This is an optimization exercise on Yosys and OpenROAD, whose aim is small area, a short achievable clock period and few clock cycles, not a production implementation.
Only simulation tests tie the RTL to the original design; equivalence was not proved.

Setup of old:
Design DnCNN, start of the top module:
module DnCNN (
    input wire clk,
    input wire rst_n,
    input wire compute_start,
    output reg compute_finish,
    input wire [31:0] scale_C1,
    input wire [31:0] scale_C2,
    input wire [31:0] scale_C3,
    input wire [31:0] scale_C4,
    input wire [31:0] scale_C5,
    input wire [31:0] scale_C6,
    input wire [31:0] scale_C7,
    output wire [ 3:0] sram_weight_wea0,
    output reg [15:0] sram_weight_addr0,
    output wire [31:0] sram_weight_wdata0,
    input wire [31:0] sram_weight_rdata0,
    output wire [ 3:0] sram_weight_wea1,
    output reg [15:0] sram_weight_addr1,
    output wire [31:0] sram_weight_wdata1,
    input wire [31:0] sram_weight_rdata1,
    output reg [ 3:0] sram_act_wea0,
    output reg [15:0] sram_act_addr0,
    output reg [31:0] sram_act_wdata0,
    input wire [31:0] sram_act_rdata0,
    output reg [ 3:0] sram_act_wea1,
    output reg [15:0] sram_act_addr1,
    output reg [31:0] sram_act_wdata1,
    input wire [31:0] sram_act_rdata1
);
Settings: LEC_CHECK=0, CAP_MARGIN=40, CORE_MARGIN=2, CORE_UTILIZATION=50, CTS_CLUSTER_DIAMETER=120, CTS_CLUSTER_SIZE=16, SLEW_MARGIN=40; clock period 12.0 ns.
standard.sh (not shown) runs the stock make flow with config.mk's settings and CLKGATE_MAP_FILE= SYNTH_SCRIPT=/design/flow/synth_recipe.tcl, a recipe that flattens the netlist after the stock synthesis.
==> flow/flow/run.sh <==
#!/bin/bash
# The standard layout with two changes:
#  - synthesis runs the standard flow's synthesis script with Yosys's early ABC pass off
#    (synth -noabc), so that the hand-built carry-save trees reach full-adder
#    extraction as written; the result is used only if its flip-flops (names
#    and cell types) are exactly those of the standard synthesis, else the
#    standard synthesis is used;
#  - timing repair is asked to leave extra setup slack.
set -uo pipefail
RES=orfs/results/sky130hd/DnCNN/base
bash standard.sh WORK_HOME="$PWD/ref" synth > synth_ref.log 2>&1 || exit 1
bash standard.sh SYNTH_SCRIPT="$PWD/flow/synth_noabc.tcl" synth > synth_own.log 2>&1 || exit 1
python3 flow/ffs.py ref/results/sky130hd/DnCNN/base/1_2_yosys.v > ffs_ref.txt
python3 flow/ffs.py $RES/1_2_yosys.v > ffs_own.txt
if cmp -s ffs_ref.txt ffs_own.txt && [ -s ffs_ref.txt ]; then
  echo "own synthesis: same flip-flops as the standard one, using it" > synth_choice.log
else
  echo "own synthesis: flip-flops differ, using the standard synthesis" > synth_choice.log
  diff ffs_ref.txt ffs_own.txt | head -50 >> synth_choice.log
  rm -rf orfs
  bash standard.sh synth > synth_std.log 2>&1 || exit 1
fi
bash standard.sh SETUP_SLACK_MARGIN=7.8 finish > layout.log 2>&1
==> flow/flow/ffs.py <==
# Lists the flip-flops (instance name, cell type without drive strength) of a netlist.
import re, sys
txt = open(sys.argv[1]).read()
ffs = set()
for m in re.finditer(r'\b(sky130_fd_sc_hd__\w+)\s+(\\\S+|\S+)\s*\(', txt):
    cell, name = m.group(1), m.group(2)
    base = re.sub(r'_\d+$', '', cell)
    if re.match(r'sky130_fd_sc_hd__(e?dfx|dfr|dfs|dfb|sdf|sedf|df)', base):
        ffs.add(f"{name} {base}")
print("\n".join(sorted(ffs)))
==> flow/flow/synth_noabc.tcl <==
proc synth {args} { yosys synth -nofsm -noshare -noabc {*}$args }
source $::env(SCRIPTS_DIR)/synth.tcl
# left out here: clear keep_hierarchy, flatten, clean up, hide names made inside functions, write 1_2_yosys.v
Testbench counts of old, summed over its fixed seeds: cycles 410,888.
[inputs] new vs old
--- a/flow/design.v
+++ b/flow/design.v
@@ -215,36 +215,32 @@
         nnrow = {15'd0, n} - {7'd0, n, 8'd0};
     end
 endfunction
 wire [1:0] wmode = (p_k == 2'd0) ? 2'd0 : (p_k == 2'd3) ? 2'd2 : 2'd1;
 wire [35:0] e00 = erow(wx(W00, wmode));
 wire [35:0] e01 = erow(wx(W10, wmode));
 wire [35:0] e10 = erow(wx(W01, wmode));
 wire [35:0] e11 = erow(wx(W11, wmode));
 wire [35:0] e20 = erow(wx(W02, wmode));
 wire [35:0] e21 = erow(wx(W12, wmode));
-wire [22:0] nn00 = nnrow(e00), nn01 = nnrow(e01), nn10 = nnrow(e10), nn11 = nnrow(e11), nn20 = nnrow(e20), nn21 = nnrow(e21);
 reg [35:0] E00, E01, E10, E11, E20, E21;
-reg [20:0] NN00, NN01;
-reg [21:0] NN10, NN11;
-reg [22:0] NN20, NN21;
 always @(posedge clk) begin
     if (run && cur_type == ROT_PASS && phi == 2'd2) begin
-        E00 <= e00; NN00 <= nn00[20:0];
-        E01 <= e01; NN01 <= nn01[20:0];
-        E10 <= e10; NN10 <= nn10[21:0];
-        E11 <= e11; NN11 <= nn11[21:0];
+        E00 <= e00; 
+        E01 <= e01; 
+        E10 <= e10; 
+        E11 <= e11; 
         if (p_s == 5'd0) begin
-            E20 <= 36'd0; NN20 <= 23'd0; E21 <= 36'd0; NN21 <= 23'd0;
+            E20 <= 36'd0; E21 <= 36'd0;
         end else begin
-            E20 <= e20; NN20 <= nn20;
-            E21 <= e21; NN21 <= nn21;
+            E20 <= e20; 
+            E21 <= e21; 
         end
     end
 end
 reg        c0_v, c1_v, c2_v, c3_v, c4_v;
 reg [1:0]  c0_j, c1_j, c2_j, c3_j, c4_j;
 reg        c0_last, c1_last, c2_last, c3_last, c4_last;
 reg        c0_clr0, c1_clr0, c2_clr0, c3_clr0, c4_clr0;
 reg        c0_clr1, c1_clr1, c2_clr1, c3_clr1, c4_clr1;
 reg        c0_hi, c1_hi, c2_hi;      
 reg        wr_final;
@@ -285,23 +281,23 @@
         if (phi == 2'd3) begin
             sram_act_addr0 <= {n_rdhi, n_s, 2'd0, 1'b0};
             sram_act_addr1 <= {n_rdhi, n_s, 2'd0, 1'b1};
         end else begin
             sram_act_addr0 <= {p_rdhi, p_s, nj, 1'b0};
             sram_act_addr1 <= {p_rdhi, p_s, nj, 1'b1};
         end
     end else if (q_word) begin
         sram_act_addr0 <= {q_hi, q_row, qt3[1:0], qt3[4]};
         sram_act_addr1 <= {q_hi + 8'd1, q_row, qt3[1:0], qt3[4]};
-        sram_act_wdata0 <= {blkA[8*15+7:8*15], blkA[8*11+7:8*11], blkA[8*7+7:8*7], blkA[8*3+7:8*3]};
-        sram_act_wdata1 <= {blkB[8*15+7:8*15], blkB[8*11+7:8*11], blkB[8*7+7:8*7], blkB[8*3+7:8*3]};
     end
+    sram_act_wdata0 <= {blkA[8*15+7:8*15], blkA[8*11+7:8*11], blkA[8*7+7:8*7], blkA[8*3+7:8*3]};
+    sram_act_wdata1 <= {blkB[8*15+7:8*15], blkB[8*11+7:8*11], blkB[8*7+7:8*7], blkB[8*3+7:8*3]};
 end
 always @(posedge clk) begin
     c1_v <= c0_v; c1_j <= c0_j; c1_last <= c0_last; c1_clr0 <= c0_clr0; c1_clr1 <= c0_clr1; c1_hi <= c0_hi;
     c2_v <= c1_v; c2_j <= c1_j; c2_last <= c1_last; c2_clr0 <= c1_clr0; c2_clr1 <= c1_clr1; c2_hi <= c1_hi;
     c3_v <= c2_v; c3_j <= c2_j; c3_last <= c2_last; c3_clr0 <= c2_clr0; c3_clr1 <= c2_clr1;
     c4_v <= c3_v; c4_j <= c3_j; c4_last <= c3_last; c4_clr0 <= c3_clr0; c4_clr1 <= c3_clr1;
 end
 function [6:0] ax;               
     input [7:0] b;
     input       hi;
@@ -317,25 +313,26 @@
         assign in_x[7*gb+6:7*gb] = ax(in_r[8*gb+7:8*gb], c2_hi);
     end
 endgenerate
 always @(posedge clk) begin
     in_r  <= {sram_act_rdata1, sram_act_rdata0};
     rb_r  <= (c1_v && c1_j != 2'd0) ? ax(sram_act_rdata0[7:0], c1_hi) : 7'd0;
     cur_r <= c2_v ? in_x : 56'd0;
     lb_r  <= (c2_v && c2_j != 2'd0) ? cur_r[55:49] : 7'd0;
 end
 wire [69:0] av = {rb_r, cur_r, lb_r};    
+wire [22:0] nd00 = nnrow(E00), nd01 = nnrow(E01), nd10 = nnrow(E10), nd11 = nnrow(E11), nd20 = nnrow(E20), nd21 = nnrow(E21);
 reg [20:0] ND00, ND01;
 reg [21:0] ND10, ND11;
 reg [22:0] ND20, ND21;
 always @(posedge clk) begin
-    ND00 <= NN00; ND01 <= NN01; ND10 <= NN10; ND11 <= NN11; ND20 <= NN20; ND21 <= NN21;
+    ND00 <= nd00[20:0]; ND01 <= nd01[20:0]; ND10 <= nd10[21:0]; ND11 <= nd11[21:0]; ND20 <= nd20; ND21 <= nd21;
 end
 reg [335:0] r0s0, r0s1, r0s2;
 reg [351:0] r1s0, r1s1, r1s2;
 reg [367:0] r2s0, r2s1, r2s2;
 reg [367:0] ds0, ds1, ds2, ds3;
 wire [335:0] sum0;
 wire [351:0] sum1, sum1x;
 wire [367:0] sum2, sum2x;
 genvar gf, gi;
 generate
### Flow results
Compared with old, new shows a first-pass GRT wire length that is about 1.4% higher.
Total global routing track utilization ends up lower on old.
Summary — total non-filler cell area in the finished layout, new relative to old: lower, by 1900 um^2.
Simple-gate portion of the synthesized area of new is on par with old.
On minimum setup slack in the final design: between new and old, it ends up lower for old.
Met2 track demand over resource in global routing: new higher than old
Testbench counts of new, summed over its fixed seeds: cycles 410,888.

re-timing with driven ports:
The flow's constraints put no driver on any port. The routed layouts listed below were extracted and timed again, unchanged, in two steps.
Step 1: set_driving_cell puts a clkbuf_16 on clk and a buf_2 on each other input, an assumption about the parent block.
Step 2, shift: input delay + t, output delay - t, t = (earliest + latest rising clock arrival at the registers) / 2. This alone moves slack from input paths to output paths.
Three values: no drivers, after step 1, after step 2; two values: the first two.
run | t, ns | setup slack, ns | worst setup path after step 2
old | 1.365 | 7.572 / 7.455 / 7.388 | input to register
new | 1.355 | 7.636 / 7.472 / 7.181 | input to register
After both steps setup and hold are still met in every run listed. The setup slack of new, which loses most, moves by -0.164 ns with the drivers and by -0.455 ns with both steps.
